What follows belongs to an exercise in optimizing a design on an open flow for small area, a short achievable clock period and few clock cycles; a production flow would make more cautious choices. Where RTL was checked, it was by simulation tests only, not by an equivalence proof against the original. Only the layout flow was run in run 2; the RTL was not checked for function there. No activity file was given, so power comes from the tool's default toggle rates.

===== design.v =====
module skid2 #(parameter W = 8) (
  input              clk,
  input              rst_n,
  input              in_vld,
  input  [W-1:0]     in_data,
  output             in_rdy,
  output             out_vld,
  output [W-1:0]     out_data,
  input              out_take
);
  reg [W-1:0] d0, d1;
  reg         wp, rp, rdy_r;
  reg [1:0]   cnt;
  wire        enq = in_vld & rdy_r;
  wire [1:0]  cnt_n = cnt + {1'b0, enq} - {1'b0, out_take};
  assign in_rdy   = rdy_r;
  assign out_vld  = (cnt != 2'd0);
  assign out_data = rp ? d1 : d0;
  always @(posedge clk) begin
    if (enq & ~wp) d0 <= in_data;
    if (enq &  wp) d1 <= in_data;
    if (!rst_n) begin
      wp    <= 1'b0;
      rp    <= 1'b0;
      cnt   <= 2'd0;
      rdy_r <= 1'b1;
    end else begin
      if (enq)      wp <= ~wp;
      if (out_take) rp <= ~rp;
      cnt   <= cnt_n;
      rdy_r <= ~cnt_n[1];
    end
  end
endmodule
module benc8 (input [7:0] w, output [11:0] e);
  wire [8:0] wx = {w, 1'b0};
  genvar k;
  generate
    for (k = 0; k < 4; k = k + 1) begin : dg
      wire b0 = wx[2*k];
      wire b1 = wx[2*k+1];
      wire b2 = wx[2*k+2];
      assign e[3*k]   = b0 ^ b1;
      assign e[3*k+1] = (b2 & ~b1 & ~b0) | (~b2 & b1 & b0);
      assign e[3*k+2] = b2 & ~(b1 & b0);
    end
  endgenerate
endmodule
module dot4 (
  input  [11:0] e0, e1, e2, e3,    
  input  [7:0]  w0, w1, w2, w3,
  output [21:0] s,
  output [21:0] c
);
  wire [9:0] w1_0 = {{2{w0[7]}}, w0};
  wire [9:0] w2_0 = {w0[7], w0, 1'b0};
  wire [9:0] r0_0 = (({10{e0[0]}} & w1_0) | ({10{e0[1]}} & w2_0)) ^ {10{e0[2]}};
  wire [9:0] r0_1 = (({10{e0[3]}} & w1_0) | ({10{e0[4]}} & w2_0)) ^ {10{e0[5]}};
  wire [9:0] r0_2 = (({10{e0[6]}} & w1_0) | ({10{e0[7]}} & w2_0)) ^ {10{e0[8]}};
  wire [9:0] r0_3 = (({10{e0[9]}} & w1_0) | ({10{e0[10]}} & w2_0)) ^ {10{e0[11]}};
  wire [9:0] w1_1 = {{2{w1[7]}}, w1};
  wire [9:0] w2_1 = {w1[7], w1, 1'b0};
  wire [9:0] r1_0 = (({10{e1[0]}} & w1_1) | ({10{e1[1]}} & w2_1)) ^ {10{e1[2]}};
  wire [9:0] r1_1 = (({10{e1[3]}} & w1_1) | ({10{e1[4]}} & w2_1)) ^ {10{e1[5]}};
  wire [9:0] r1_2 = (({10{e1[6]}} & w1_1) | ({10{e1[7]}} & w2_1)) ^ {10{e1[8]}};
  wire [9:0] r1_3 = (({10{e1[9]}} & w1_1) | ({10{e1[10]}} & w2_1)) ^ {10{e1[11]}};
  wire [9:0] w1_2 = {{2{w2[7]}}, w2};
  wire [9:0] w2_2 = {w2[7], w2, 1'b0};
  wire [9:0] r2_0 = (({10{e2[0]}} & w1_2) | ({10{e2[1]}} & w2_2)) ^ {10{e2[2]}};
  wire [9:0] r2_1 = (({10{e2[3]}} & w1_2) | ({10{e2[4]}} & w2_2)) ^ {10{e2[5]}};
  wire [9:0] r2_2 = (({10{e2[6]}} & w1_2) | ({10{e2[7]}} & w2_2)) ^ {10{e2[8]}};
  wire [9:0] r2_3 = (({10{e2[9]}} & w1_2) | ({10{e2[10]}} & w2_2)) ^ {10{e2[11]}};
  wire [9:0] w1_3 = {{2{w3[7]}}, w3};
  wire [9:0] w2_3 = {w3[7], w3, 1'b0};
  wire [9:0] r3_0 = (({10{e3[0]}} & w1_3) | ({10{e3[1]}} & w2_3)) ^ {10{e3[2]}};
  wire [9:0] r3_1 = (({10{e3[3]}} & w1_3) | ({10{e3[4]}} & w2_3)) ^ {10{e3[5]}};
  wire [9:0] r3_2 = (({10{e3[6]}} & w1_3) | ({10{e3[7]}} & w2_3)) ^ {10{e3[8]}};
  wire [9:0] r3_3 = (({10{e3[9]}} & w1_3) | ({10{e3[10]}} & w2_3)) ^ {10{e3[11]}};
  wire t1 = r0_0[6] ^ r0_1[4];
  wire t2 = r0_0[6] & r0_1[4];
  wire t3 = r0_0[4] ^ r0_1[2] ^ r0_2[0];
  wire t4 = (r0_0[4] & r0_1[2]) | (r0_0[4] & r0_2[0]) | (r0_1[2] & r0_2[0]);
  wire t5 = e0[8] ^ r1_0[4];
  wire t6 = e0[8] & r1_0[4];
  wire t7 = r0_0[5] ^ r0_1[3];
  wire t8 = r0_0[5] & r0_1[3];
  wire t9 = t1 ^ r0_2[2] ^ r0_3[0];
  wire t10 = (t1 & r0_2[2]) | (t1 & r0_3[0]) | (r0_2[2] & r0_3[0]);
  wire t11 = e0[11] ^ r1_0[6] ^ r1_1[4];
  wire t12 = (e0[11] & r1_0[6]) | (e0[11] & r1_1[4]) | (r1_0[6] & r1_1[4]);
  wire t13 = r1_2[2] ^ r1_3[0] ^ e1[11];
  wire t14 = (r1_2[2] & r1_3[0]) | (r1_2[2] & e1[11]) | (r1_3[0] & e1[11]);
  wire t15 = r2_0[6] ^ r2_1[4];
  wire t16 = r2_0[6] & r2_1[4];
  wire t17 = t2 ^ r0_0[7] ^ r0_1[5];
  wire t18 = (t2 & r0_0[7]) | (t2 & r0_1[5]) | (r0_0[7] & r0_1[5]);
  wire t19 = r0_2[3] ^ r0_3[1] ^ r1_0[7];
  wire t20 = (r0_2[3] & r0_3[1]) | (r0_2[3] & r1_0[7]) | (r0_3[1] & r1_0[7]);
  wire t21 = r1_1[5] ^ r1_2[3] ^ r1_3[1];
  wire t22 = (r1_1[5] & r1_2[3]) | (r1_1[5] & r1_3[1]) | (r1_2[3] & r1_3[1]);
  wire t23 = r2_0[7] ^ r2_1[5] ^ r2_2[3];
  wire t24 = (r2_0[7] & r2_1[5]) | (r2_0[7] & r2_2[3]) | (r2_1[5] & r2_2[3]);
  wire t25 = r0_0[8] ^ r0_1[6] ^ r0_2[4];
  wire t26 = (r0_0[8] & r0_1[6]) | (r0_0[8] & r0_2[4]) | (r0_1[6] & r0_2[4]);
  wire t27 = r0_3[2] ^ r1_0[8] ^ r1_1[6];
  wire t28 = (r0_3[2] & r1_0[8]) | (r0_3[2] & r1_1[6]) | (r1_0[8] & r1_1[6]);
  wire t29 = r1_2[4] ^ r1_3[2] ^ r2_0[8];
  wire t30 = (r1_2[4] & r1_3[2]) | (r1_2[4] & r2_0[8]) | (r1_3[2] & r2_0[8]);
  wire t31 = r2_1[6] ^ r2_2[4];
  wire t32 = r2_1[6] & r2_2[4];
  wire t33 = ~r0_0[9] ^ r0_1[7] ^ r0_2[5];
  wire t34 = (~r0_0[9] & r0_1[7]) | (~r0_0[9] & r0_2[5]) | (r0_1[7] & r0_2[5]);
  wire t35 = r0_3[3] ^ ~r1_0[9] ^ r1_1[7];
  wire t36 = (r0_3[3] & ~r1_0[9]) | (r0_3[3] & r1_1[7]) | (~r1_0[9] & r1_1[7]);
  wire t37 = r1_2[5] ^ r1_3[3] ^ ~r2_0[9];
  wire t38 = (r1_2[5] & r1_3[3]) | (r1_2[5] & ~r2_0[9]) | (r1_3[3] & ~r2_0[9]);
  wire t39 = r2_1[7] ^ r2_2[5];
  wire t40 = r2_1[7] & r2_2[5];
  wire t41 = r0_1[8] ^ r0_2[6] ^ r0_3[4];
  wire t42 = (r0_1[8] & r0_2[6]) | (r0_1[8] & r0_3[4]) | (r0_2[6] & r0_3[4]);
  wire t43 = r1_1[8] ^ r1_2[6];
  wire t44 = r1_1[8] & r1_2[6];
  wire t45 = ~r0_1[9] ^ r0_2[7] ^ r0_3[5];
  wire t46 = (~r0_1[9] & r0_2[7]) | (~r0_1[9] & r0_3[5]) | (r0_2[7] & r0_3[5]);
  wire t47 = r0_0[2] ^ r0_1[0] ^ e0[5];
  wire t48 = (r0_0[2] & r0_1[0]) | (r0_0[2] & e0[5]) | (r0_1[0] & e0[5]);
  wire t49 = r1_0[2] ^ r1_1[0];
  wire t50 = r1_0[2] & r1_1[0];
  wire t51 = r0_0[3] ^ r0_1[1];
  wire t52 = r0_0[3] & r0_1[1];
  wire t53 = t3 ^ t5 ^ r1_1[2];
  wire t54 = (t3 & t5) | (t3 & r1_1[2]) | (t5 & r1_1[2]);
  wire t55 = r1_2[0] ^ e1[8] ^ r2_0[4];
  wire t56 = (r1_2[0] & e1[8]) | (r1_2[0] & r2_0[4]) | (e1[8] & r2_0[4]);
  wire t57 = r2_1[2] ^ r2_2[0];
  wire t58 = r2_1[2] & r2_2[0];
  wire t59 = t4 ^ t6 ^ t7;
  wire t60 = (t4 & t6) | (t4 & t7) | (t6 & t7);
  wire t61 = r0_2[1] ^ r1_0[5] ^ r1_1[3];
  wire t62 = (r0_2[1] & r1_0[5]) | (r0_2[1] & r1_1[3]) | (r1_0[5] & r1_1[3]);
  wire t63 = r1_2[1] ^ r2_0[5] ^ r2_1[3];
  wire t64 = (r1_2[1] & r2_0[5]) | (r1_2[1] & r2_1[3]) | (r2_0[5] & r2_1[3]);
  wire t65 = r2_2[1] ^ r3_0[5];
  wire t66 = r2_2[1] & r3_0[5];
  wire t67 = t8 ^ t9 ^ t11;
  wire t68 = (t8 & t9) | (t8 & t11) | (t9 & t11);
  wire t69 = t13 ^ t15 ^ r2_2[2];
  wire t70 = (t13 & t15) | (t13 & r2_2[2]) | (t15 & r2_2[2]);
  wire t71 = r2_3[0] ^ e2[11] ^ r3_0[6];
  wire t72 = (r2_3[0] & e2[11]) | (r2_3[0] & r3_0[6]) | (e2[11] & r3_0[6]);
  wire t73 = r3_1[4] ^ r3_2[2] ^ r3_3[0];
  wire t74 = (r3_1[4] & r3_2[2]) | (r3_1[4] & r3_3[0]) | (r3_2[2] & r3_3[0]);
  wire t75 = t10 ^ t12 ^ t14;
  wire t76 = (t10 & t12) | (t10 & t14) | (t12 & t14);
  wire t77 = t16 ^ t17 ^ t19;
  wire t78 = (t16 & t17) | (t16 & t19) | (t17 & t19);
  wire t79 = t21 ^ t23 ^ r2_3[1];
  wire t80 = (t21 & t23) | (t21 & r2_3[1]) | (t23 & r2_3[1]);
  wire t81 = r3_0[7] ^ r3_1[5] ^ r3_2[3];
  wire t82 = (r3_0[7] & r3_1[5]) | (r3_0[7] & r3_2[3]) | (r3_1[5] & r3_2[3]);
  wire t83 = t18 ^ t20 ^ t22;
  wire t84 = (t18 & t20) | (t18 & t22) | (t20 & t22);
  wire t85 = t24 ^ t25 ^ t27;
  wire t86 = (t24 & t25) | (t24 & t27) | (t25 & t27);
  wire t87 = t29 ^ t31 ^ r2_3[2];
  wire t88 = (t29 & t31) | (t29 & r2_3[2]) | (t31 & r2_3[2]);
  wire t89 = r3_0[8] ^ r3_1[6] ^ r3_2[4];
  wire t90 = (r3_0[8] & r3_1[6]) | (r3_0[8] & r3_2[4]) | (r3_1[6] & r3_2[4]);
  wire t91 = t26 ^ t28 ^ t30;
  wire t92 = (t26 & t28) | (t26 & t30) | (t28 & t30);
  wire t93 = t32 ^ t33 ^ t35;
  wire t94 = (t32 & t33) | (t32 & t35) | (t33 & t35);
  wire t95 = t37 ^ t39 ^ r2_3[3];
  wire t96 = (t37 & t39) | (t37 & r2_3[3]) | (t39 & r2_3[3]);
  wire t97 = ~r3_0[9] ^ r3_1[7] ^ r3_2[5];
  wire t98 = (~r3_0[9] & r3_1[7]) | (~r3_0[9] & r3_2[5]) | (r3_1[7] & r3_2[5]);
  wire t99 = t34 ^ t36 ^ t38;
  wire t100 = (t34 & t36) | (t34 & t38) | (t36 & t38);
  wire t101 = t40 ^ t41 ^ t43;
  wire t102 = (t40 & t41) | (t40 & t43) | (t41 & t43);
  wire t103 = r1_3[4] ^ r2_1[8] ^ r2_2[6];
  wire t104 = (r1_3[4] & r2_1[8]) | (r1_3[4] & r2_2[6]) | (r2_1[8] & r2_2[6]);
  wire t105 = r2_3[4] ^ r3_1[8] ^ r3_2[6];
  wire t106 = (r2_3[4] & r3_1[8]) | (r2_3[4] & r3_2[6]) | (r3_1[8] & r3_2[6]);
  wire t107 = t42 ^ t44 ^ t45;
  wire t108 = (t42 & t44) | (t42 & t45) | (t44 & t45);
  wire t109 = ~r1_1[9] ^ r1_2[7] ^ r1_3[5];
  wire t110 = (~r1_1[9] & r1_2[7]) | (~r1_1[9] & r1_3[5]) | (r1_2[7] & r1_3[5]);
  wire t111 = ~r2_1[9] ^ r2_2[7] ^ r2_3[5];
  wire t112 = (~r2_1[9] & r2_2[7]) | (~r2_1[9] & r2_3[5]) | (r2_2[7] & r2_3[5]);
  wire t113 = ~r3_1[9] ^ r3_2[7] ^ r3_3[5];
  wire t114 = (~r3_1[9] & r3_2[7]) | (~r3_1[9] & r3_3[5]) | (r3_2[7] & r3_3[5]);
  wire t115 = t46 ^ r0_2[8] ^ r0_3[6];
  wire t116 = (t46 & r0_2[8]) | (t46 & r0_3[6]) | (r0_2[8] & r0_3[6]);
  wire t117 = r1_2[8] ^ r1_3[6] ^ r2_2[8];
  wire t118 = (r1_2[8] & r1_3[6]) | (r1_2[8] & r2_2[8]) | (r1_3[6] & r2_2[8]);
  wire t119 = r2_3[6] ^ r3_2[8];
  wire t120 = r2_3[6] & r3_2[8];
  wire t121 = ~r0_2[9] ^ r0_3[7] ^ ~r1_2[9];
  wire t122 = (~r0_2[9] & r0_3[7]) | (~r0_2[9] & ~r1_2[9]) | (r0_3[7] & ~r1_2[9]);
  wire t123 = r0_0[0] ^ e0[2] ^ r1_0[0];
  wire t124 = (r0_0[0] & e0[2]) | (r0_0[0] & r1_0[0]) | (e0[2] & r1_0[0]);
  wire t125 = t47 ^ t49 ^ e1[5];
  wire t126 = (t47 & t49) | (t47 & e1[5]) | (t49 & e1[5]);
  wire t127 = r2_0[2] ^ r2_1[0];
  wire t128 = r2_0[2] & r2_1[0];
  wire t129 = t48 ^ t50 ^ t51;
  wire t130 = (t48 & t50) | (t48 & t51) | (t50 & t51);
  wire t131 = r1_0[3] ^ r1_1[1] ^ r2_0[3];
  wire t132 = (r1_0[3] & r1_1[1]) | (r1_0[3] & r2_0[3]) | (r1_1[1] & r2_0[3]);
  wire t133 = r2_1[1] ^ r3_0[3];
  wire t134 = r2_1[1] & r3_0[3];
  wire t135 = t52 ^ t53 ^ t55;
  wire t136 = (t52 & t53) | (t52 & t55) | (t53 & t55);
  wire t137 = t57 ^ e2[8] ^ r3_0[4];
  wire t138 = (t57 & e2[8]) | (t57 & r3_0[4]) | (e2[8] & r3_0[4]);
  wire t139 = r3_1[2] ^ r3_2[0] ^ e3[8];
  wire t140 = (r3_1[2] & r3_2[0]) | (r3_1[2] & e3[8]) | (r3_2[0] & e3[8]);
  wire t141 = t54 ^ t56 ^ t58;
  wire t142 = (t54 & t56) | (t54 & t58) | (t56 & t58);
  wire t143 = t59 ^ t61 ^ t63;
  wire t144 = (t59 & t61) | (t59 & t63) | (t61 & t63);
  wire t145 = t65 ^ r3_1[3] ^ r3_2[1];
  wire t146 = (t65 & r3_1[3]) | (t65 & r3_2[1]) | (r3_1[3] & r3_2[1]);
  wire t147 = t60 ^ t62 ^ t64;
  wire t148 = (t60 & t62) | (t60 & t64) | (t62 & t64);
  wire t149 = t66 ^ t67 ^ t69;
  wire t150 = (t66 & t67) | (t66 & t69) | (t67 & t69);
  wire t151 = t71 ^ t73 ^ e3[11];
  wire t152 = (t71 & t73) | (t71 & e3[11]) | (t73 & e3[11]);
  wire t153 = t68 ^ t70 ^ t72;
  wire t154 = (t68 & t70) | (t68 & t72) | (t70 & t72);
  wire t155 = t74 ^ t75 ^ t77;
  wire t156 = (t74 & t75) | (t74 & t77) | (t75 & t77);
  wire t157 = t79 ^ t81 ^ r3_3[1];
  wire t158 = (t79 & t81) | (t79 & r3_3[1]) | (t81 & r3_3[1]);
  wire t159 = t76 ^ t78 ^ t80;
  wire t160 = (t76 & t78) | (t76 & t80) | (t78 & t80);
  wire t161 = t82 ^ t83 ^ t85;
  wire t162 = (t82 & t83) | (t82 & t85) | (t83 & t85);
  wire t163 = t87 ^ t89 ^ r3_3[2];
  wire t164 = (t87 & t89) | (t87 & r3_3[2]) | (t89 & r3_3[2]);
  wire t165 = t84 ^ t86 ^ t88;
  wire t166 = (t84 & t86) | (t84 & t88) | (t86 & t88);
  wire t167 = t90 ^ t91 ^ t93;
  wire t168 = (t90 & t91) | (t90 & t93) | (t91 & t93);
  wire t169 = t95 ^ t97 ^ r3_3[3];
  wire t170 = (t95 & t97) | (t95 & r3_3[3]) | (t97 & r3_3[3]);
  wire t171 = t92 ^ t94 ^ t96;
  wire t172 = (t92 & t94) | (t92 & t96) | (t94 & t96);
  wire t173 = t98 ^ t99 ^ t101;
  wire t174 = (t98 & t99) | (t98 & t101) | (t99 & t101);
  wire t175 = t103 ^ t105 ^ r3_3[4];
  wire t176 = (t103 & t105) | (t103 & r3_3[4]) | (t105 & r3_3[4]);
  wire t177 = t100 ^ t102 ^ t104;
  wire t178 = (t100 & t102) | (t100 & t104) | (t102 & t104);
  wire t179 = t106 ^ t107 ^ t109;
  wire t180 = (t106 & t107) | (t106 & t109) | (t107 & t109);
  wire t181 = t111 ^ t113 ^ 1'b1;
  wire t182 = (t111 & t113) | (t111 & 1'b1) | (t113 & 1'b1);
  wire t183 = t108 ^ t110 ^ t112;
  wire t184 = (t108 & t110) | (t108 & t112) | (t110 & t112);
  wire t185 = t114 ^ t115 ^ t117;
  wire t186 = (t114 & t115) | (t114 & t117) | (t115 & t117);
  wire t187 = t119 ^ r3_3[6] ^ 1'b1;
  wire t188 = (t119 & r3_3[6]) | (t119 & 1'b1) | (r3_3[6] & 1'b1);
  wire t189 = t116 ^ t118 ^ t120;
  wire t190 = (t116 & t118) | (t116 & t120) | (t118 & t120);
  wire t191 = t121 ^ r1_3[7] ^ ~r2_2[9];
  wire t192 = (t121 & r1_3[7]) | (t121 & ~r2_2[9]) | (r1_3[7] & ~r2_2[9]);
  wire t193 = r2_3[7] ^ ~r3_2[9] ^ r3_3[7];
  wire t194 = (r2_3[7] & ~r3_2[9]) | (r2_3[7] & r3_3[7]) | (~r3_2[9] & r3_3[7]);
  wire t195 = t122 ^ r0_3[8] ^ r1_3[8];
  wire t196 = (t122 & r0_3[8]) | (t122 & r1_3[8]) | (r0_3[8] & r1_3[8]);
  wire t197 = r2_3[8] ^ r3_3[8];
  wire t198 = r2_3[8] & r3_3[8];
  wire t199 = t123 ^ e1[2] ^ r2_0[0];
  wire t200 = (t123 & e1[2]) | (t123 & r2_0[0]) | (e1[2] & r2_0[0]);
  wire t201 = t124 ^ r0_0[1] ^ r1_0[1];
  wire t202 = (t124 & r0_0[1]) | (t124 & r1_0[1]) | (r0_0[1] & r1_0[1]);
  wire t203 = t125 ^ t127 ^ e2[5];
  wire t204 = (t125 & t127) | (t125 & e2[5]) | (t127 & e2[5]);
  wire t205 = r3_0[2] ^ r3_1[0];
  wire t206 = r3_0[2] & r3_1[0];
  wire t207 = t126 ^ t128 ^ t129;
  wire t208 = (t126 & t128) | (t126 & t129) | (t128 & t129);
  wire t209 = t131 ^ t133 ^ r3_1[1];
  wire t210 = (t131 & t133) | (t131 & r3_1[1]) | (t133 & r3_1[1]);
  wire t211 = t130 ^ t132 ^ t134;
  wire t212 = (t130 & t132) | (t130 & t134) | (t132 & t134);
  wire t213 = t135 ^ t137 ^ t139;
  wire t214 = (t135 & t137) | (t135 & t139) | (t137 & t139);
  wire t215 = t136 ^ t138 ^ t140;
  wire t216 = (t136 & t138) | (t136 & t140) | (t138 & t140);
  wire t217 = t141 ^ t143 ^ t145;
  wire t218 = (t141 & t143) | (t141 & t145) | (t143 & t145);
  wire t219 = t142 ^ t144 ^ t146;
  wire t220 = (t142 & t144) | (t142 & t146) | (t144 & t146);
  wire t221 = t147 ^ t149 ^ t151;
  wire t222 = (t147 & t149) | (t147 & t151) | (t149 & t151);
  wire t223 = t148 ^ t150 ^ t152;
  wire t224 = (t148 & t150) | (t148 & t152) | (t150 & t152);
  wire t225 = t153 ^ t155 ^ t157;
  wire t226 = (t153 & t155) | (t153 & t157) | (t155 & t157);
  wire t227 = t154 ^ t156 ^ t158;
  wire t228 = (t154 & t156) | (t154 & t158) | (t156 & t158);
  wire t229 = t159 ^ t161 ^ t163;
  wire t230 = (t159 & t161) | (t159 & t163) | (t161 & t163);
  wire t231 = t160 ^ t162 ^ t164;
  wire t232 = (t160 & t162) | (t160 & t164) | (t162 & t164);
  wire t233 = t165 ^ t167 ^ t169;
  wire t234 = (t165 & t167) | (t165 & t169) | (t167 & t169);
  wire t235 = t166 ^ t168 ^ t170;
  wire t236 = (t166 & t168) | (t166 & t170) | (t168 & t170);
  wire t237 = t171 ^ t173 ^ t175;
  wire t238 = (t171 & t173) | (t171 & t175) | (t173 & t175);
  wire t239 = t172 ^ t174 ^ t176;
  wire t240 = (t172 & t174) | (t172 & t176) | (t174 & t176);
  wire t241 = t177 ^ t179 ^ t181;
  wire t242 = (t177 & t179) | (t177 & t181) | (t179 & t181);
  wire t243 = t178 ^ t180 ^ t182;
  wire t244 = (t178 & t180) | (t178 & t182) | (t180 & t182);
  wire t245 = t183 ^ t185 ^ t187;
  wire t246 = (t183 & t185) | (t183 & t187) | (t185 & t187);
  wire t247 = t184 ^ t186 ^ t188;
  wire t248 = (t184 & t186) | (t184 & t188) | (t186 & t188);
  wire t249 = t189 ^ t191 ^ t193;
  wire t250 = (t189 & t191) | (t189 & t193) | (t191 & t193);
  wire t251 = t190 ^ t192 ^ t194;
  wire t252 = (t190 & t192) | (t190 & t194) | (t192 & t194);
  wire t253 = t195 ^ t197 ^ 1'b1;
  wire t254 = (t195 & t197) | (t195 & 1'b1) | (t197 & 1'b1);
  wire t255 = t196 ^ t198 ^ ~r0_3[9];
  wire t256 = (t196 & t198) | (t196 & ~r0_3[9]) | (t198 & ~r0_3[9]);
  wire t257 = ~r1_3[9] ^ ~r2_3[9] ^ ~r3_3[9];
  wire t258 = (~r1_3[9] & ~r2_3[9]) | (~r1_3[9] & ~r3_3[9]) | (~r2_3[9] & ~r3_3[9]);
  wire t259 = t199 ^ e2[2];
  wire t260 = t199 & e2[2];
  wire t261 = t200 ^ t201 ^ r2_0[1];
  wire t262 = (t200 & t201) | (t200 & r2_0[1]) | (t201 & r2_0[1]);
  wire t263 = t202 ^ t203 ^ t205;
  wire t264 = (t202 & t203) | (t202 & t205) | (t203 & t205);
  wire t265 = t204 ^ t206 ^ t207;
  wire t266 = (t204 & t206) | (t204 & t207) | (t206 & t207);
  wire t267 = t208 ^ t210 ^ t211;
  wire t268 = (t208 & t210) | (t208 & t211) | (t210 & t211);
  wire t269 = t212 ^ t214 ^ t215;
  wire t270 = (t212 & t214) | (t212 & t215) | (t214 & t215);
  wire t271 = t216 ^ t218 ^ t219;
  wire t272 = (t216 & t218) | (t216 & t219) | (t218 & t219);
  wire t273 = t220 ^ t222 ^ t223;
  wire t274 = (t220 & t222) | (t220 & t223) | (t222 & t223);
  wire t275 = t224 ^ t226 ^ t227;
  wire t276 = (t224 & t226) | (t224 & t227) | (t226 & t227);
  wire t277 = t228 ^ t230 ^ t231;
  wire t278 = (t228 & t230) | (t228 & t231) | (t230 & t231);
  wire t279 = t232 ^ t234 ^ t235;
  wire t280 = (t232 & t234) | (t232 & t235) | (t234 & t235);
  wire t281 = t236 ^ t238 ^ t239;
  wire t282 = (t236 & t238) | (t236 & t239) | (t238 & t239);
  wire t283 = t240 ^ t242 ^ t243;
  wire t284 = (t240 & t242) | (t240 & t243) | (t242 & t243);
  wire t285 = t244 ^ t246 ^ t247;
  wire t286 = (t244 & t246) | (t244 & t247) | (t246 & t247);
  wire t287 = t248 ^ t250 ^ t251;
  wire t288 = (t248 & t250) | (t248 & t251) | (t250 & t251);
  wire t289 = t252 ^ t254 ^ t255;
  wire t290 = (t252 & t254) | (t252 & t255) | (t254 & t255);
  wire t291 = t256 ^ t258;
  wire t292 = t256 & t258;
  wire t293 = t259 ^ r3_0[0];
  wire t294 = t259 & r3_0[0];
  wire t295 = t260 ^ t261 ^ r3_0[1];
  wire t296 = (t260 & t261) | (t260 & r3_0[1]) | (t261 & r3_0[1]);
  wire t297 = t262 ^ t263 ^ e3[5];
  wire t298 = (t262 & t263) | (t262 & e3[5]) | (t263 & e3[5]);
  wire t299 = t264 ^ t265 ^ t209;
  wire t300 = (t264 & t265) | (t264 & t209) | (t265 & t209);
  wire t301 = t266 ^ t267 ^ t213;
  wire t302 = (t266 & t267) | (t266 & t213) | (t267 & t213);
  wire t303 = t268 ^ t269 ^ t217;
  wire t304 = (t268 & t269) | (t268 & t217) | (t269 & t217);
  wire t305 = t270 ^ t271 ^ t221;
  wire t306 = (t270 & t271) | (t270 & t221) | (t271 & t221);
  wire t307 = t272 ^ t273 ^ t225;
  wire t308 = (t272 & t273) | (t272 & t225) | (t273 & t225);
  wire t309 = t274 ^ t275 ^ t229;
  wire t310 = (t274 & t275) | (t274 & t229) | (t275 & t229);
  wire t311 = t276 ^ t277 ^ t233;
  wire t312 = (t276 & t277) | (t276 & t233) | (t277 & t233);
  wire t313 = t278 ^ t279 ^ t237;
  wire t314 = (t278 & t279) | (t278 & t237) | (t279 & t237);
  wire t315 = t280 ^ t281 ^ t241;
  wire t316 = (t280 & t281) | (t280 & t241) | (t281 & t241);
  wire t317 = t282 ^ t283 ^ t245;
  wire t318 = (t282 & t283) | (t282 & t245) | (t283 & t245);
  wire t319 = t284 ^ t285 ^ t249;
  wire t320 = (t284 & t285) | (t284 & t249) | (t285 & t249);
  wire t321 = t286 ^ t287 ^ t253;
  wire t322 = (t286 & t287) | (t286 & t253) | (t287 & t253);
  wire t323 = t288 ^ t289 ^ t257;
  wire t324 = (t288 & t289) | (t288 & t257) | (t289 & t257);
  wire t325 = t290 ^ t291 ^ 1'b1;
  wire t326 = (t290 & t291) | (t290 & 1'b1) | (t291 & 1'b1);
  assign s = {1'b1, 1'b1, 1'b1, 1'b1, t326, t324, t322, t320, t318, t316, t314, t312, t310, t308, t306, t304, t302, t300, t298, t296, t294, t293};
  assign c = {1'b0, 1'b0, 1'b0, 1'b0, t292, t325, t323, t321, t319, t317, t315, t313, t311, t309, t307, t305, t303, t301, t299, t297, t295, e3[2]};
endmodule
module conv #(parameter AW = 5, parameter DB = 10) (
  input         clk,
  input         rst_n,
  input  [7:0]  ifmap_data,
  output        ifmap_rdy,
  input         ifmap_vld,
  input  [7:0]  weight_data,
  output        weight_rdy,
  input         weight_vld,
  output [31:0] ofmap_data,
  input         ofmap_rdy,
  output        ofmap_vld,
  input  [15:0] config_data,
  output        config_rdy,
  input         config_vld
);
  integer i;
  genvar g, h;
  reg        cfg_rdy_r;
  reg        cfg_v;
  reg [5:0]  cfg_a;
  reg [7:0]  cfg_d;
  reg        st_r;       
  reg [4:0]  c_zm1;      
  reg [3:0]  c_pm1;      
  reg [3:0]  c_oxm1;     
  reg [1:0]  c_fxm1;     
  reg [1:0]  c_fym1;     
  reg [1:0]  c_s;        
  reg [4:0]  c_ix;       
  reg [4:0]  c_iy;       
  reg [3:0]  c_ic1m1;    
  reg [7:0]  c_oc1m1;    
  assign config_rdy = cfg_rdy_r;
  always @(posedge clk) begin
    if (!rst_n) begin
      cfg_rdy_r <= 1'b1;
      cfg_v     <= 1'b0;
      st_r      <= 1'b0;
    end else begin
      cfg_v <= config_vld & cfg_rdy_r;
      st_r  <= cfg_v && (cfg_a == 6'd34);
      if (cfg_v && cfg_a == 6'd34) cfg_rdy_r <= 1'b0;
    end
    cfg_a <= config_data[13:8];
    cfg_d <= config_data[7:0];
    if (cfg_v) begin
      case (cfg_a)
        6'd2:  c_zm1   <= cfg_d[4:0];
        6'd4:  c_pm1   <= cfg_d[3:0];
        6'd6:  c_oxm1  <= cfg_d[3:0] - 4'd1;
        6'd10: c_fxm1  <= cfg_d[1:0] - 2'd1;
        6'd12: c_fym1  <= cfg_d[1:0] - 2'd1;
        6'd14: c_s     <= cfg_d[1:0];
        6'd16: c_ix    <= cfg_d[4:0];
        6'd18: c_iy    <= cfg_d[4:0];
        6'd20: c_ic1m1 <= cfg_d[3:0] - 4'd1;
        6'd22: c_oc1m1 <= cfg_d - 8'd1;
        default: ;
      endcase
    end
  end
  reg [4:0] d_rowstep;   
  reg [4:0] d_stepfy;    
  reg [4:0] d_stepic;    
  reg [5:0] d_z;         
  reg [3:0] d_pm2, d_oxm2;
  reg [7:0] d_oc1m2;
  reg       d_ox1, d_fx1, d_fy1, d_ic11, d_oc11;
  reg [7:0] d_ins;       
  wire [4:0] dx   = c_ix - {1'b0, c_oxm1};
  wire [4:0] dyf  = c_iy - {3'b0, c_fym1};
  wire [4:0] ixdy = c_ix * dyf;
  always @(posedge clk) begin
    d_rowstep <= (c_s == 2'd2) ? {dx[3:0], 1'b0} :
                 (c_s == 2'd3) ? dx + {dx[3:0], 1'b0} : dx;
    d_stepfy  <= c_ix - {3'b0, c_fxm1};
    d_stepic  <= ixdy - {3'b0, c_fxm1};
    d_z       <= {1'b0, c_zm1} + 6'd1;
    d_pm2     <= c_pm1 - 4'd1;
    d_oxm2    <= c_oxm1 - 4'd1;
    d_oc1m2   <= c_oc1m1 - 8'd1;
    d_ox1     <= (c_oxm1 == 4'd0);
    d_fx1     <= (c_fxm1 == 2'd0);
    d_fy1     <= (c_fym1 == 2'd0);
    d_ic11    <= (c_ic1m1 == 4'd0);
    d_oc11    <= (c_oc1m1 == 8'd0);
    for (i = 0; i < 8; i = i + 1) d_ins[i] <= (c_pm1[2:0] == i);
  end
  wire       w_v, i_v;
  wire [7:0] w_d, i_d;
  wire       w_take, i_take;
  skid2 #(.W(8)) wsk (
    .clk(clk), .rst_n(rst_n),
    .in_vld(weight_vld), .in_data(weight_data), .in_rdy(weight_rdy),
    .out_vld(w_v), .out_data(w_d), .out_take(w_take)
  );
  skid2 #(.W(8)) isk (
    .clk(clk), .rst_n(rst_n),
    .in_vld(ifmap_vld), .in_data(ifmap_data), .in_rdy(ifmap_rdy),
    .out_vld(i_v), .out_data(i_d), .out_take(i_take)
  );
  reg [3:0] s;           
  reg       s0;          
  reg       pend;        
  reg       rl;          
  reg [3:0] ox;          
  reg       oxl;         
  reg [1:0] fx, fy;
  reg [3:0] ic1;
  reg [7:0] oc1;
  reg       fxl, fyl, icl, ocl;   
  reg       fb;          
  reg [4:0] rel;         
  reg [AW-1:0] rd;       
  reg [4:0] bo;          
  reg [AW-1:0] bb;       
  reg [AW-1:0] rtb;      
  reg       rpar;        
  wire       lb    = fxl & fyl & icl;    
  wire [4:0] bstep = !fxl ? 5'd1 : !fyl ? d_stepfy : d_stepic;
  wire [4:0] bo_nx = bo + bstep;
  reg [7:0] ib [0:(4<<AW)-1];
  reg [AW+1:0] wa;       
  reg [5:0] wwd;         
  reg       wpar;        
  reg       tfull;       
  reg       wlast;       
  reg [6:0] ovl;         
  reg [6:0] fr;          
  reg [5:0] cw;          
  reg       cpar;        
  reg              wv;   
  reg [AW+1:0]     wadr;
  reg [7:0]        wdat;
  wire      ahead = wpar ^ rpar;
  wire      wr_ok = ~tfull & (~ahead | (ovl < fr));
  wire [4:0] fpt  = lb ? (rl ? rel : 5'd31) : ((rl && rel < bo_nx) ? rel : bo_nx);
  assign i_take = i_v & wr_ok;
  always @(posedge clk) begin
    fr   <= (ocl ? {2'b00, fpt} : 7'd0) + (7'd1 << AW);
    wadr <= wa;
    wdat <= i_d;
    if (wv) ib[wadr] <= wdat;
    if (!rst_n) begin
      wa    <= 0;
      wwd   <= 6'd0;
      wpar  <= 1'b0;
      tfull <= 1'b0;
      wlast <= 1'b0;
      ovl   <= 7'd0;
      cw    <= 6'd0;
      cpar  <= 1'b0;
      wv    <= 1'b0;
    end else begin
      cw   <= wwd;
      cpar <= wpar;
      wv   <= i_take;
      if (st_r) begin
        wlast <= (d_z == 6'd1);
        ovl   <= {1'b0, d_z};
      end
      if (i_take) begin
        wa <= wa + 1'b1;
        if (wa[1:0] == 2'd3) begin
          if (wlast && !ahead) begin
            wwd   <= 6'd0;
            wpar  <= ~wpar;
            wlast <= (d_z == 6'd1);
            ovl   <= {1'b0, d_z};
          end else begin
            wwd   <= wwd + 6'd1;
            tfull <= wlast;
            wlast <= (wwd + 6'd2 == d_z);
            ovl   <= ovl + 7'd1;
          end
        end
      end else if (tfull && !ahead) begin
        wwd   <= 6'd0;
        wpar  <= ~wpar;
        tfull <= 1'b0;
        wlast <= (d_z == 6'd1);
        ovl   <= {1'b0, d_z};
      end
    end
  end
  reg [7:0] ws [0:15];
  reg [7:0] wst [0:15];
  reg [4:0] wcnt;
  wire      ws_full = wcnt[4];
  wire      take;
  assign w_take = w_v & (~ws_full | take);
  always @(posedge clk) begin
    if (w_take) begin
      ws[15] <= w_d;
      for (i = 0; i < 15; i = i + 1) ws[i] <= ws[i+1];
    end
    if (take)
      for (i = 0; i < 16; i = i + 1) wst[i] <= ws[i];
    if (!rst_n) wcnt <= 5'd0;
    else        wcnt <= take ? {4'd0, w_take} : wcnt + {4'd0, w_take};
  end
  reg [3:0] wp;          
  reg [3:0] rp;          
  reg [1:0] dq;          
  reg [4:0] nal;         
  reg [4:0] nav;         
  wire      pdone;       
  wire avail = (cpar ^ rpar) | ({1'b0, rel} < cw);
  wire dok   = (nal != DB);
  wire issue = (~s0 | ws_full) & (~rl | (avail & (~lb | dok)));
  assign take = issue & s0;
  wire [4:0]    pstep = oxl ? d_rowstep : {3'd0, c_s};
  wire [AW-1:0] rtb_n = rtb + d_z;
  always @(posedge clk) begin
    if (!rst_n) begin
      s <= 4'd0; s0 <= 1'b1; pend <= 1'b0; rl <= 1'b1; ox <= 4'd0; oxl <= 1'b0;
      fx <= 2'd0; fy <= 2'd0; ic1 <= 4'd0; oc1 <= 8'd0;
      fxl <= 1'b0; fyl <= 1'b0; icl <= 1'b0; ocl <= 1'b0; fb <= 1'b1;
      rel <= 5'd0; rd <= 0; bo <= 5'd0; bb <= 0; rtb <= 0;
      rpar <= 1'b0;
    end else if (st_r) begin
      oxl <= d_ox1;
      fxl <= d_fx1;
      fyl <= d_fy1;
      icl <= d_ic11;
      ocl <= d_oc11;
    end else if (issue) begin
      if (pend) begin
        s    <= 4'd0;
        s0   <= 1'b1;
        pend <= 1'b0;
        rl   <= 1'b1;
        ox   <= 4'd0;
        oxl  <= d_ox1;
        if (lb) begin
          fx <= 2'd0; fy <= 2'd0; ic1 <= 4'd0;
          fxl <= d_fx1; fyl <= d_fy1; icl <= d_ic11;
          fb <= 1'b1;
          bo <= 5'd0; rel <= 5'd0;
          if (ocl) begin
            oc1 <= 8'd0; ocl <= d_oc11;
            rtb <= rtb_n; rpar <= ~rpar; rd <= rtb_n; bb <= rtb_n;
          end else begin
            oc1 <= oc1 + 8'd1; ocl <= (oc1 == d_oc1m2);
            rd <= rtb; bb <= rtb;
          end
        end else begin
          fb <= 1'b0;
          if (!fxl) begin
            fx <= fx + 2'd1; fxl <= (fx + 2'd1 == c_fxm1);
          end else begin
            fx <= 2'd0; fxl <= d_fx1;
            if (!fyl) begin
              fy <= fy + 2'd1; fyl <= (fy + 2'd1 == c_fym1);
            end else begin
              fy <= 2'd0; fyl <= d_fy1;
              ic1 <= ic1 + 4'd1; icl <= (ic1 + 4'd1 == c_ic1m1);
            end
          end
          bo  <= bo_nx;
          rel <= bo_nx;
          bb  <= bb + bstep;
          rd  <= bb + bstep;
        end
      end else begin
        s    <= s + 4'd1;
        s0   <= 1'b0;
        pend <= (s == 4'd14);
        rl   <= rl & (s != c_pm1);
        if (rl) begin
          ox   <= oxl ? 4'd0 : ox + 4'd1;
          oxl  <= oxl ? d_ox1 : (ox == d_oxm2);
          rel  <= rel + pstep;
          rd   <= rd + pstep;
        end
      end
    end
  end
  reg        t1_v, t1_first, t1_final, t1_real;
  reg [47:0] x_r;           
  reg        t2_v, t2_first, t2_final, t2_real;
  reg [21:0] cs_s [0:3];    
  reg [21:0] cs_c [0:3];
  wire [31:0] x_w = {ib[{rd, 2'd3}], ib[{rd, 2'd2}], ib[{rd, 2'd1}], ib[{rd, 2'd0}]};
  wire [47:0] x_e;
  generate
    for (g = 0; g < 4; g = g + 1) begin : xe
      benc8 enc (.w(x_w[g*8 +: 8]), .e(x_e[g*12 +: 12]));
    end
  endgenerate
  always @(posedge clk) begin
    x_r <= x_e;
    t1_first <= fb;
    t1_final <= lb;
    t1_real  <= rl;
    t2_first <= t1_first;
    t2_final <= t1_final;
    t2_real  <= t1_real;
    if (!rst_n) begin
      t1_v <= 1'b0;
      t2_v <= 1'b0;
    end else begin
      t1_v <= issue;
      t2_v <= t1_v;
    end
  end
  generate
    for (h = 0; h < 4; h = h + 1) begin : mo
      wire [21:0] sv, cv;
      dot4 dp (
        .e0(x_r[0*12 +: 12]), .e1(x_r[1*12 +: 12]), .e2(x_r[2*12 +: 12]), .e3(x_r[3*12 +: 12]),
        .w0(wst[0*4+h]), .w1(wst[1*4+h]), .w2(wst[2*4+h]), .w3(wst[3*4+h]),
        .s(sv), .c(cv)
      );
      always @(posedge clk) begin
        cs_s[h] <= sv;
        cs_c[h] <= cv;
      end
    end
  endgenerate
  reg  [87:0] ch [0:15];
  wire [87:0] head = ch[0];
  wire [87:0] acc_n;
  generate
    for (g = 0; g < 4; g = g + 1) begin : acc
      wire [21:0] hv = t2_first ? 22'd0 : head[g*22 +: 22];
      assign acc_n[g*22 +: 22] = hv + cs_s[g] + cs_c[g];
    end
  endgenerate
  always @(posedge clk) begin
    if (t2_v) begin
      for (i = 0; i < 15; i = i + 1) ch[i] <= ch[i+1];
      ch[15] <= acc_n;
    end
  end
  reg [87:0] db [0:DB-1];
  reg [21:0] o_r;
  reg        ov;
  reg        dwr;        
  wire       alloc = issue & lb & rl;
  wire [87:0] dpix = db[rp];
  wire [21:0] dval = dpix[dq*22 +: 22];
  wire       otake = (nav != 5'd0) & (~ov | ofmap_rdy);
  assign pdone = otake & (dq == 2'd3);
  always @(posedge clk) begin
    if (dwr) db[wp] <= ch[15];
    if (otake) o_r <= dval;
    if (!rst_n) begin
      dwr <= 1'b0;
      wp  <= 4'd0;
      rp  <= 4'd0;
      dq  <= 2'd0;
      nal <= 5'd0;
      nav <= 5'd0;
      ov  <= 1'b0;
    end else begin
      dwr <= t2_v & t2_final & t2_real;
      if (dwr) wp <= (wp == DB - 1) ? 4'd0 : wp + 4'd1;
      if (pdone) rp <= (rp == DB - 1) ? 4'd0 : rp + 4'd1;
      nal <= nal + {4'd0, alloc} - {4'd0, pdone};
      nav <= nav + {4'd0, dwr} - {4'd0, pdone};
      if (otake) begin
        ov <= 1'b1;
        dq <= dq + 2'd1;
      end else if (ofmap_rdy) begin
        ov <= 1'b0;
      end
    end
  end
  assign ofmap_vld  = ov;
  assign ofmap_data = {{10{o_r[21]}}, o_r};
endmodule

===== flow/run.sh =====
#!/bin/bash
# Layout flow: the standard synthesis and ORFS layout, with the post-placement
# timing repair (repair_timing) asked to leave a larger setup margin, so that it
# keeps optimising paths well below the 16 ns clock. The SDC and the clock period
# are the design's own; only the optimisation target of the repair changes.
set -euo pipefail
MARGIN=${MARGIN:-11.0}
# 1. Standard synthesis, unchanged.
bash standard.sh synth > synth.log 2>&1
# 2. Floorplan to final layout with the same ORFS make command, plus the margin.
MAKECMD=$(grep '^make ' standard.sh | sed 's/"\${@:-finish}"//')
eval "$MAKECMD SETUP_SLACK_MARGIN=$MARGIN SKIP_GATE_CLONING=1 finish" > layout.log 2>&1
# 3. Write out/final.def (targets are up to date, so make does nothing here).
bash standard.sh finish > def.log 2>&1

===== standard.sh =====
#!/bin/bash
# synth_recipe.tcl (not shown) runs the flow's synth.tcl, then flattens the netlist and writes it again
# the make line also repeats each setting of config.mk as NAME=value (left out here)
make -C /OpenROAD-flow-scripts/flow DESIGN_CONFIG=/design/flow/config.mk WORK_HOME=/design/flow/orfs CLKGATE_MAP_FILE= SYNTH_SCRIPT=/design/flow/synth_recipe.tcl "${@:-finish}"

===== config.mk =====
export PLATFORM = sky130hd
export DESIGN_NAME = conv
export DESIGN_NICKNAME = conv
export VERILOG_FILES = /design/flow/design.v
export SDC_FILE = /design/flow/constraint.sdc
export NUM_CORES = 8
export LEC_CHECK = 0
export CAP_MARGIN = 20
export CORE_MARGIN = 2
export CORE_UTILIZATION = 65
export CTS_CLUSTER_DIAMETER = 80
export CTS_CLUSTER_SIZE = 20
export PLACE_DENSITY = 0.8
export SLEW_MARGIN = 20

===== constraint.sdc =====
create_clock -name core_clock -period 16.0 [get_ports {clk}]
set_input_delay 3.2000 -clock core_clock [delete_from_list [all_inputs] [get_ports {clk}]]
set_output_delay 3.2000 -clock core_clock [all_outputs]
set_load 0.01 [all_outputs]

==> impl_results.md, run 1 <==
* Hold Vio Cnt, Final at 0
* Syn Inst Count at 9,605
* CTS tree: yes
* Hold slack at 0.3281 ns
* 1st-iter DRT viols at 11,259
* Least-Margin Pin Slew at ~1.1 ns
* Detailed-route via count at approximately 86,000
* Pwr Density at 177.8 nW/um2
* Finish-stage setup viols at 0
* DRT Pass-1 Iters at 7
* FMAX at around 200 MHz
* Chip Width at between 500 and 600 um
* Vias in the first global route at 89,364
* Hold path start: t1_first$_DFF_P_
* Fillers at 15,454
* Critical Path RT at 12.80 ns
* Cell Area, Synth at 171,300 um2
* Post-route DRC at 0
* RSZ-0062 raised after global routing: true
* FF+latch count, synth at approximately 4,000
* R2r setup slk at about 11 ns
* Reg2reg path depth at 10
* Die ar. at 267,600 um2
* WL/cell at ~30 um
* Slowest-stage cell, CP: edfxtp_1
* Die height at 517.3 um
* Leak at slightly above 60 nW
* Warning count from the yosys run at 12
* Storage cell area at 118,300 um2
* Min-Delay Endpoint: t2_first$_DFF_P_
* Clock buffer count from CTS at roughly 230
* Skew-Pair Late Insertion Delay at 0.94 ns
* Period minus WS final at 5.017 ns
* Clock Tree Root: clkbuf_16
* Global-route wire length before repair at 589,600 um
* Slowest stage delay, CP at 0.43 ns
* Hold WC Path Type: flip-flop to flip-flop
* Share of cells above drive strength 1 at 0.1190
* Largest net degree at the start of global routing at between 150 and 200
* Gr ovfl total at 0
* Synth cell types at 75
* Hold buffer count at CTS at 0
* IO buf count at between 70 and 80
* Status: timing/DRC/antenna clean
* RePlAce Congestion at 0.9266
* Post-synthesis sequential area ratio at 0.6899
* Final Util at 0.6962
* Max cap viols at 0
* Reg2reg start: x_r[25]$_DFF_P_
* Commonest cells after routing, fill and taps aside: edfxtp_1 (3,663), inv_1 (765), fa_1 (607), mux4_2 (606), xnor2_1 (474)
* Crit Path Max Fanout at 11
* Worst path arrival time at 1.82 ns
* TritonCTS sink count at between 4,000 and 5,000
* Hpwl dp at 235,800 um
* Synthesized Nets at around 11,000
* Fin nets at around 10,000
* # IOs at between 70 and 80
* Slew Viols, Final at 0
* Vias per cell at between 6 and 7
* EDFF count, synth at 3,663
* WL final at between 300,000 and 400,000 um
* CTS Buffer Depth at 3
* Hold path depth at 0
* Aggregate global-route resource usage at 0.3032
* Area growth, synth to finish at 6.609%
* Synth async-reset ratio at 0
* Layout Skew at 0.07708 ns
* Site row count at 188
* Post-route setup TNS at 0 ns
* Critical setup path kind: flip-flop to primary output
* Detail Route Antenna Nets at 0
* Multi-input logic area at between 40,000 and 50,000 um2
* Period utilization at 0.3136
* Synth Flop Type: edfxtp_1
* Max-slew headroom at 0.2363
* CP Launch Type: flip-flop
* Commonest non-fill, non-tap cell in the layout: edfxtp_1
* CTS clk-pin slew, worst paths at 0.09 ns
* Initial antenna violation count at 19
* VDD IR max at around 0.44 mV
* Syn avg cell area at 17.83 um2
* H-tree levels at 4
* Initial core utilization at 0.6530
* Core box area at 262,300 um2
* RR Endpoint: cs_c[3][10]$_DFF_P_
* Crit-path cells: buf_12, dlygate4sd2_1
* Crit. End Element: primary output
[how the worst max path moves through the flow]
stage,from,end,depth (start not counted)
floorplan,t2_v$_SDFF_PN0_,dwr$_SDFF_PN0_,1
global placement,ofmap_rdy,nav[4]$_SDFF_PN0_,15
detailed placement,ofmap_rdy,nav[4]$_SDFF_PN0_,15
CTS,o_r[21]$_DFFE_PP_,ofmap_data[21],2
global route,o_r[21]$_DFFE_PP_,ofmap_data[21],2
finish,o_r[21]$_DFFE_PP_,ofmap_data[21],2
[flip-flops by register name (all words and copies together) (netlist names), 7 cells and up, named ones only]
register,cells
ch,1408
ib,1024
db,880
ws,128
wst,128
cs_s,72
cs_c,69
x_r,48
o_r,22
c_oc1m1,8
cfg_d,8
d_oc1m2,8
isk.d0,8
isk.d1,8
oc1,8
wdat,8
wsk.d0,8
wsk.d1,8
ovl,7
wa,7
wadr,7
[kinds of logic after synthesis]
group                    count (synthesis)  share of synthesized area
adder cells (fa/ha/maj)                895                    0.09196
AND/OR/NAND/NOR                        945                    0.02628
multiplexers                           690                    0.08498
buffers and inverters                 1286                    0.02914
AO/OA/AOI/OAI                          925                    0.03717
flip-flops                            4071                     0.6899
XOR/XNOR                               793                    0.04055
[per-layer routing]
metal / global-route usage / vias to the layer above / part of all wire
met3: 0.06308 / 1017 / 0.099
met5: 0.001442 / - / 0.00040
met4: 0.1279 / 13 / 0.049
met1: 0.4110 / 44618 / 0.37
met2: 0.4854 / 5113 / 0.48
li1: - / 35415 / -
[worst max-delay path, delay by kind of cell (launching register included)]
| kind | cells | cell delay [ns] |
|---|---|---|
| buffers and inverters | 2 | 0.45 |
| DFF | 1 | 0.43 |
[timing repair]
action,4_1_cts,5_1_grt
hold endpoints to repair,0,0
pin swaps,1,2
gates cloned,0,0
setup buffers,6,2
endpoints found under the setup margin,253,241
resized for setup,77,32
[metrics by stage]
stage / cell area [um2] / total power (W) / setup slack [ns] / instances
finish: 182600 / 0.03246 / 10.98 / 13217
floorplan: 171300 / 0.02070 / 5.309 / 9605
detailed placement: 175500 / 0.02621 / 9.278 / 12810
global placement: 175500 / 0.02584 / 9.355 / 12808
CTS: 182400 / 0.03248 / 10.97 / 13209
global route: 182600 / 0.03419 / 10.94 / 13213
[layout make-up]
| class | count | area share |
|---|---|---|
| Tap cell | 3515 | 0.02409 |
| Sequential cell | 4071 | 0.6477 |
| Timing Repair Buffer | 213 | 0.01046 |
| Clock inverter | 29 | 0.002529 |
| Multi-Input combinational cell | 4248 | 0.2646 |
| Inverter | 771 | 0.01588 |
| Antenna cell | 6 | 0.00008223 |
| Clock buffer | 364 | 0.03462 |
[power by group]
group,switching (W),leakage (nW),internal [W]
Combinational,0.00821,21.1,0.00497
Sequential,0.000446,36.4,0.0127
Clock,0.00338,3.23,0.00276
[cell usage after synthesis, types with 10 or more instances]
| master | number | share of area |
|---|---|---|
| fa_1 | 609 | 0.071 |
| nor2_1 | 314 | 0.0069 |
| clkbuf_2 | 47 | 0.0014 |
| a22oi_1 | 451 | 0.020 |
| ha_1 | 278 | 0.020 |
| nand4_1 | 18 | 0.00066 |
| nor2b_1 | 105 | 0.0038 |
| buf_1 | 120 | 0.0026 |
| o31ai_1 | 11 | 0.00048 |
| a21o_1 | 45 | 0.0020 |
| nand2b_1 | 46 | 0.0017 |
| nand3_1 | 67 | 0.0020 |
| nand3b_1 | 13 | 0.00057 |
| nor4_1 | 20 | 0.00073 |
| mux2_2 | 52 | 0.0034 |
| xor2_1 | 316 | 0.016 |
| o21ai_0 | 131 | 0.0038 |
| xnor2_1 | 477 | 0.024 |
| a31oi_1 | 10 | 0.00037 |
| and3_1 | 23 | 0.00084 |
| nor3_1 | 35 | 0.0010 |
| dfxtp_1 | 408 | 0.048 |
| buf_2 | 30 | 0.00088 |
| o21bai_1 | 10 | 0.00044 |
| clkbuf_1 | 302 | 0.0066 |
| inv_1 | 768 | 0.017 |
| a211oi_1 | 28 | 0.0012 |
| a21oi_1 | 130 | 0.0038 |
| o21a_1 | 27 | 0.0012 |
| or3_1 | 23 | 0.00084 |
| buf_4 | 14 | 0.00061 |
| mux4_2 | 606 | 0.080 |
| nand2_1 | 228 | 0.0050 |
| mux2i_1 | 32 | 0.0019 |
| and2_1 | 24 | 0.00088 |
| o211ai_1 | 13 | 0.00057 |
| edfxtp_1 | 3663 | 0.64 |
Testbench counts, summed over its fixed seeds: cycles 19,358.
==> run 2: changes to the inputs <==
--- a/design.v
+++ b/design.v
@@ -745,2 +745,3 @@
   reg [21:0] o_r;
+  reg        o_s;        
   reg        ov;
@@ -755,2 +756,3 @@
     if (otake) o_r <= dval;
+    o_s <= otake ? dval[21] : o_r[21];
     if (!rst_n) begin
@@ -778,3 +780,3 @@
   assign ofmap_vld  = ov;
-  assign ofmap_data = {{10{o_r[21]}}, o_r};
+  assign ofmap_data = {{10{o_s}}, o_r};
 endmodule
--- a/flow/run.sh
+++ b/flow/run.sh
@@ -6,3 +6,3 @@
 set -euo pipefail
-MARGIN=${MARGIN:-11.0}
+MARGIN=${MARGIN:-11.5}
 # 1. Standard synthesis, unchanged.
==> run 2 against run 1 <==
Effect of this change:
- count of clock-buffer cells in the layout rose by 24
- setup slack improved by 0.21 ns
- total power rose by 5.4%
- sequential share of layout area fell by 0.98 points
- sequential cell count rose by 1
- global-route usage rose by 1.4 points
- first-iteration DRC count rose by 14%
- area after synthesis barely moved
- design area rose by 1.6%
- fmax rose by 4.4%
- wire length rose by 7.3%
==> impl_results.md, run 2 <==
* Status: timing/DRC/antenna clean
* Cell Area, Synth at 171,400 um2 (about the same)
* Count leader, synth: edfxtp_1
* WL/cell at 32.00 um (+5.7%)
* Clock Tree Root: clkbuf_16
* Least-Margin Pin Slew at 1.139 ns (+0.005779 ns)
* Post-synth top cells: edfxtp_1 (3,663), inv_1 (774), fa_1 (609)
* Hold slack at 0.3324 ns (+0.004264 ns)
* Warning count from the yosys run at 12 (unchanged)
* Hold WC Path Type: flip-flop to flip-flop
* Core box area at 262,300 um2 (unchanged)
* Leak at 61.98 nW (+2.1%)
* Global-route wire length before repair at 618,300 um (+4.9%)
* FMAX at 208.0 MHz (+4.4%)
* Die ar. at 267,800 um2 (about the same)
* Detailed-route via count at 88,983 (+3.3%)
* Layout Skew at 0.1324 ns (+0.05531 ns)
* RePlAce Congestion at 0.9048 (-2.4%)
* WL final at 429,100 um (+7.3%)
* Post-route setup TNS at 0 ns (unchanged)
* RR Endpoint: x_r[8]$_DFF_P_
* Top-area cell type share of the netlist area at 0.6417 (about the same)
* Critical setup path kind: flip-flop to primary output
* Finish-stage setup viols at 0 (unchanged)
* Top delay family on crit path: flip-flops
* Vias per cell at 6.637 (+1.8%)
* Pwr Density at 184.5 nW/um2 (+3.8%)
* Synthesized Nets at 10,528 (-0.019%)
* Crit. End Element: primary output
* Hold Vio Cnt, Final at 0 (unchanged)
* Pre-CTS setup slack at 9.560 ns (+0.2821 ns)
* Site row count at 188 (unchanged)
* Post-synthesis sequential area ratio at 0.6895 (about the same)
* CTS clk-pin slew, worst paths at 0.09 ns (about the same)
* Biggest register: ch
* Post-route DRC at 0 (unchanged)
* Largest net degree at the start of global routing at 180 (-9.1%)
* Syn Inst Count at 9,603 (-0.021%)
* Clock buffer count from CTS at 240 (+5.3%)
* Fin cells at 13,408 (+1.4%)
* Share of cells above drive strength 1 at 0.1477 (+0.02873)
* Critical Path RT at 12.80 ns (about the same)
* Detail Route Antenna Nets at 0 (unchanged)
* Initial core utilization at 0.6535 (about the same)
* IO buf count at 71 (unchanged)
* Worst setup path startpoint: o_r[2]$_DFFE_PP_
* Vias in the first global route at 91,047 (+1.9%)
* Chip Width at 517.5 um (about the same)
* Max FFs per register at 1,408 (unchanged)
* Synth cell types at 83 (+11%)
* RSZ-0062 raised after global routing: true
* Hold buffer count at CTS at 0 (unchanged)
* Reg2reg path depth at 8 (-2)
* R2r setup slk at 11.47 ns (+0.33 ns)
* Post-synth top area cell: edfxtp_1
* TritonCTS sink count at 4,072 (+0.025%)
* CP Launch Type: flip-flop
* Max-slew headroom at 0.2404 (+0.004134)
* Dpl cells at 12,807 (-0.023%)
* Period utilization at 0.3004 (-0.01312)
* # IOs at 74 (unchanged)
* CTS tree: yes
* Largest registers: ch: 1408 flops, ib: 1024 flops, db: 880 flops
* Area growth, synth to finish at 8.190%
* Hold path start: ch[2][15]$_DFFE_PP_
* Initial antenna violation count at 20 (+1)
* Fillers at 15,156 (-1.9%)
* Commonest cells after routing, fill and taps aside: edfxtp_1 (3,663), inv_1 (756), mux4_2 (606), fa_1 (588), xnor2_1 (464)
* Aggregate global-route resource usage at 0.3174 (+0.01424)
* Period minus WS final at 4.807 ns (-0.2099 ns)
* Hpwl dp at 241,400 um (+2.4%)
* Gr ovfl total at 0 (unchanged)
* Max cap viols at 0 (unchanged)
* Slowest stage delay, CP at 0.50 ns (+0.07 ns)
* FF+latch count, synth at 4,072 (+0.025%)
* VDD IR max at 0.4108 mV (-7.2%)
* Worst path arrival time at 1.61 ns (-0.21 ns)
* Slew Viols, Final at 0 (unchanged)
* Crit Path Max Fanout at 1 (-10)
* Die height at 517.5 um (about the same)
* DRT Pass-1 Iters at 9 (+2)
* Top cells by area, synth: edfxtp_1 (64%), mux4_2 (8.0%), fa_1 (7.1%), dfxtp_1 (4.8%), xnor2_1 (2.4%)
* Synth async-reset ratio at 0 (unchanged)
* Syn avg cell area at 17.85 um2 (about the same)
* Slowest-stage cell, CP: edfxtp_1
* Hold path depth at 0 (unchanged)
* Crit-path cells: buf_2
* H-tree levels at 4 (unchanged)
* Commonest non-fill, non-tap cell in the layout: edfxtp_1
* CTS Buffer Depth at 4 (+1)
* Final setup margin at 11.19 ns (+0.2099 ns)
* EDFF count, synth at 3,663 (unchanged)
* Skew-Pair Late Insertion Delay at 1.00 ns (+0.06 ns)
* Min-Delay Endpoint: ch[1][15]$_DFFE_PP_
* Worst path buffer plus inverter count at 1 (-1)
* 1st-iter DRT viols at 12,882 (+14%)
* Synth Flop Type: edfxtp_1
* Fin nets at 10,634 (+1.7%)
run 2: layout make-up:
class / instances / area, um2 / share of cell area
Multi-Input combinational cell: 4248 / 48860 / 0.2635
Antenna cell: 11 / 27.53 / 0.0001484
Clock buffer: 388 / 6583 / 0.03550
Inverter: 778 / 2928 / 0.01579
Timing Repair Buffer: 369 / 3990 / 0.02152
Tap cell: 3515 / 4398 / 0.02372
Clock inverter: 27 / 355.3 / 0.001916
Sequential cell: 4072 / 118300 / 0.6380
run 2: kinds of logic (layout without fill, tap and decap cells):
family / Yosys count / in the layout / synth area share
and+or+nand+nor: 944 / 944 / 0.02626
adders and majority gates: 895 / 895 / 0.09189
muxes: 702 / 702 / 0.08562
other: 0 / 11 / 0
DFF: 4072 / 4072 / 0.6895
buffers and inverters: 1283 / 1562 / 0.02915
AOI/OAI and AO/OA: 917 / 917 / 0.03723
xor gates and xnor gates: 790 / 790 / 0.04037
run 2: per-stage QoR:
stage,total power [W],util,instance area (um2)
2_1_floorplan,0.02095,-,171400
3_3_place_gp,0.02665,0.6696,175600
3_5_place_dp,0.02698,0.6696,175600
4_1_cts,0.03366,0.7011,183900
5_1_grt,0.03570,0.7070,185400
6_report,0.03421,0.7071,185400
run 2: what timing repair did:
| action | 4_1_cts | 5_1_grt |
|---|---|---|
| hold endpoints to repair | 0 | 0 |
| buffers inserted | 77 | 94 |
| pin swaps | 11 | 85 |
| gates resized for setup | 284 | 127 |
| gates cloned | 0 | 0 |
| endpoints found under the setup margin | 408 | 261 |
run 2: report_power, final:
group	internal [W]	switching (W)	leakage, nW
sequential	0.0127	0.000441	36.4
clock	0.00285	0.00347	3.31
combinational	0.00566	0.00908	22.3
run 2: metal layers:
metal	vias up	track usage	share of wire
met4	14	0.1488	0.058
li1	35813	-	-
met1	45383	0.4266	0.35
met3	1240	0.06852	0.11
met5	-	0.002667	0.00044
met2	6533	0.5033	0.48
run 2: worst max-delay path by stage:
stage                             end  slack [ns]  depth (start not counted)
finish                  ofmap_data[2]       11.19                          1
CTS                     ofmap_data[2]       11.13                          1
floorplan              dwr$_SDFF_PN0_        5.31                          1
global route            ofmap_data[2]       11.13                          1
global placement    nal[4]$_SDFF_PN0_        9.55                         15
detailed placement  nal[4]$_SDFF_PN0_        9.56                         15
run 2: worst reg2reg max path, delay by kind of cell, from the launching register on:
kind	cells	cell delay [ns]
adder cells (fa/ha/maj)	1	0.26
buffers and inverters	3	1.38
flip-flops	1	0.86
multiplexers	3	1.75
AND/OR/NAND/NOR	1	0.19
==> run 3: changes to the inputs <==
--- a/design.v
+++ b/design.v
@@ -745,3 +745,2 @@
   reg [21:0] o_r;
-  reg        o_s;        
   reg        ov;
@@ -756,3 +755,2 @@
     if (otake) o_r <= dval;
-    o_s <= otake ? dval[21] : o_r[21];
     if (!rst_n) begin
@@ -780,3 +778,3 @@
   assign ofmap_vld  = ov;
-  assign ofmap_data = {{10{o_s}}, o_r};
+  assign ofmap_data = {{10{o_r[21]}}, o_r};
 endmodule
--- a/config.mk
+++ b/config.mk
@@ -10,4 +10,4 @@
 export CORE_UTILIZATION = 65
-export CTS_CLUSTER_DIAMETER = 80
-export CTS_CLUSTER_SIZE = 20
+export CTS_CLUSTER_DIAMETER = 100
+export CTS_CLUSTER_SIZE = 30
 export PLACE_DENSITY = 0.8
==> run 3 against run 2 <==
Effect of this change:
- critical path type unchanged
- non-clock buffer count decreased by 27
- combinational power fell by 8%
- clock skew decreased by 0.020 ns
- still clean on timing, DRC and antenna
- wire length down 8.5%
- first-iteration DRC count shrank 9.9%
- fmax down 2.8%
- sequential power about the same
==> impl_results.md, run 3 <==
* Skew-Pair Late Insertion Delay at 0.93 ns (-0.07 ns)
* Area growth, synth to finish at 6.727%
* Warning count from the yosys run at 12 (unchanged)
* Count leader, synth: edfxtp_1
* CTS clk-pin slew, worst paths at 0.11 ns (+0.02 ns)
* DRT Pass-1 Iters at 6 (-3)
* Period utilization at 0.3092 (+0.008750)
* Gr ovfl total at 0 (unchanged)
* Vias per cell at 6.493 (-2.2%)
* # IOs at 74 (unchanged)
* Largest net degree at the start of global routing at 198 (+10%)
* Hold path start: t1_first$_DFF_P_
* RePlAce Congestion at 0.9266 (+2.4%)
* Hpwl dp at 235,800 um (-2.3%)
* Synthesized Nets at 10,530 (+0.019%)
* Vias in the first global route at 87,216 (-4.2%)
* Synth Flop Type: edfxtp_1
* Max FFs per register at 1,408 (unchanged)
* IO buf count at 71 (unchanged)
* Hold WC Path Type: flip-flop to flip-flop
* Hold Vio Cnt, Final at 0 (unchanged)
* CTS tree: yes
* Biggest register: ch
* 1st-iter DRT viols at 11,603 (-9.9%)
* EDFF count, synth at 3,663 (unchanged)
* Status: timing/DRC/antenna clean
* Share of cells above drive strength 1 at 0.1381 (-0.009656)
* Worst path arrival time at 1.75 ns (+0.14 ns)
* Placed Area at 175,500 um2 (about the same)
* Detailed-route via count at 85,904 (-3.5%)
* Pre-CTS setup slack at 9.278 ns (-0.2821 ns)
* Hold path depth at 0 (unchanged)
* Post-synth top cells: edfxtp_1 (3,663), inv_1 (768), fa_1 (609)
* Hold buffer count at CTS at 0 (unchanged)
* Site row count at 188 (unchanged)
* Slew Viols, Final at 0 (unchanged)
* Clock Tree Root: clkbuf_16
* Chip Width at 517.3 um (about the same)
* Top-area cell type share of the netlist area at 0.6422 (about the same)
* Global-route wire length before repair at 573,300 um (-7.3%)
* Die height at 517.3 um (about the same)
* Leak at 60.68 nW (-2.1%)
* WL final at 392,600 um (-8.5%)
* Core box area at 262,300 um2 (unchanged)
* Largest registers: ch: 1408 flops, ib: 1024 flops, db: 880 flops
* Clock buffer count from CTS at 160 (-33%)
* Final setup margin at 11.05 ns (-0.1400 ns)
* Initial core utilization at 0.6530 (about the same)
* Post-synth top area cell: edfxtp_1
* Max cap viols at 0 (unchanged)
* Syn Inst Count at 9,605 (+0.021%)
* Top cells by area, synth: edfxtp_1 (64%), mux4_2 (8.0%), fa_1 (7.1%), dfxtp_1 (4.8%), xnor2_1 (2.4%)
* Pwr Density at 174.0 nW/um2 (-5.7%)
* Design Area, Final at 182,800 um2 (-1.4%)
* Aggregate global-route resource usage at 0.2953 (-0.02213)
* Post-route setup TNS at 0 ns (unchanged)
* Synth async-reset ratio at 0 (unchanged)
* Period minus WS final at 4.947 ns (+0.1400 ns)
* CP Launch Type: flip-flop
* Reg2reg path depth at 13 (+5)
* Post-route DRC at 0 (unchanged)
* Worst setup path startpoint: o_r[21]$_DFFE_PP_
* Initial antenna violation count at 19 (-5.0%)
* RSZ-0062 raised after global routing: true
* Cell Area, Synth at 171,300 um2 (about the same)
* Crit. End Element: primary output
* Hold slack at 0.3365 ns (+0.004100 ns)
* Commonest cells after routing, fill and taps aside: edfxtp_1 (3,663), inv_1 (758), mux4_2 (606), fa_1 (590), xnor2_1 (469)
* WL/cell at 29.67 um (-7.3%)
* Post-synthesis sequential area ratio at 0.6899 (about the same)
* Fin nets at 10,519 (-1.1%)
run 3: cell types whose count changed in the layout (fill, tap and decap cells not counted), moves of 13 or more:
cell       delta
clkbuf_16    -80
mux2i_1      -13
clkbuf_1     -66
nand2_1      +15
buf_4        -13
nor2_1       -13
run 3: path summary, 6_finish.rpt:
kind / to / slack (ns)
worst max-delay path: ofmap_data[26] / 11.05
worst min-delay path: t2_first$_DFF_P_ / 0.34
worst max register to register: cs_s[3][6]$_DFF_P_ / 11.51
worst min register to register: t2_first$_DFF_P_ / 0.34
run 3: logic make-up after synthesis:
kind of cell | after synthesis | synth area share
and+or+nand+nor | 945 | 0.02628
adders and majority gates | 895 | 0.09196
xor gates and xnor gates | 793 | 0.04055
AOI/OAI and AO/OA | 925 | 0.03717
buffers and inverters | 1286 | 0.02914
muxes | 690 | 0.08498
DFF | 4071 | 0.6899
run 3: power by group:
group | total, W | internal (W) | switching (W)
combinational | 0.0135 | 0.00525 | 0.00828
sequential | 0.0131 | 0.0127 | 0.000428
clock | 0.00516 | 0.00197 | 0.00318
run 3: what timing repair did:
item                                    in CTS  in global routing
resized for setup                          281                150
endpoints found under the setup margin     402                188
pin swaps                                   11                 54
buffers inserted                            58                 79
run 3: worst max-delay path: stages, from the launching register on:
cell	delay, ns
edfxtp_1	0.43
buf_12	0.16
buf_8	0.12
buf_6	0.11
run 3: cell type report:
class	count	area (um2)
multi-input cells	4248	48760
repair buffers	342	3503
diodes	11	27.53
fillers	15619	79490
well taps	3515	4398
flip-flops and latches	4071	118300
clock inverters	30	580.6
clock buffers	242	4333
inverters	771	2907
run 3: metal layers:
metal,vias to the layer above,track usage,share of wire
met1,44517,0.4082,0.37
met5,-,0.001442,0.00012
li1,35495,-,-
met2,5065,0.4717,0.49
met3,819,0.05602,0.098
met4,8,0.1181,0.045
run 3: through the flow:
stage | cells | power, W
after global placement | 12808 | 0.02584
after global routing | 13221 | 0.03351
final | 13230 | 0.03181
after floorplan | 9605 | 0.02070
after detailed placement | 12810 | 0.02621
after CTS | 13140 | 0.03162
Testbench counts of run 3, summed over its fixed seeds: cycles 19,358.

Setup slack of run 3, layout unchanged: 11.053 ns with ideal ports, 10.970 ns with driving cells assumed (clock clkbuf_16, inputs buf_2), 10.553 ns with port delays also shifted by the 0.962 ns mid clock arrival.
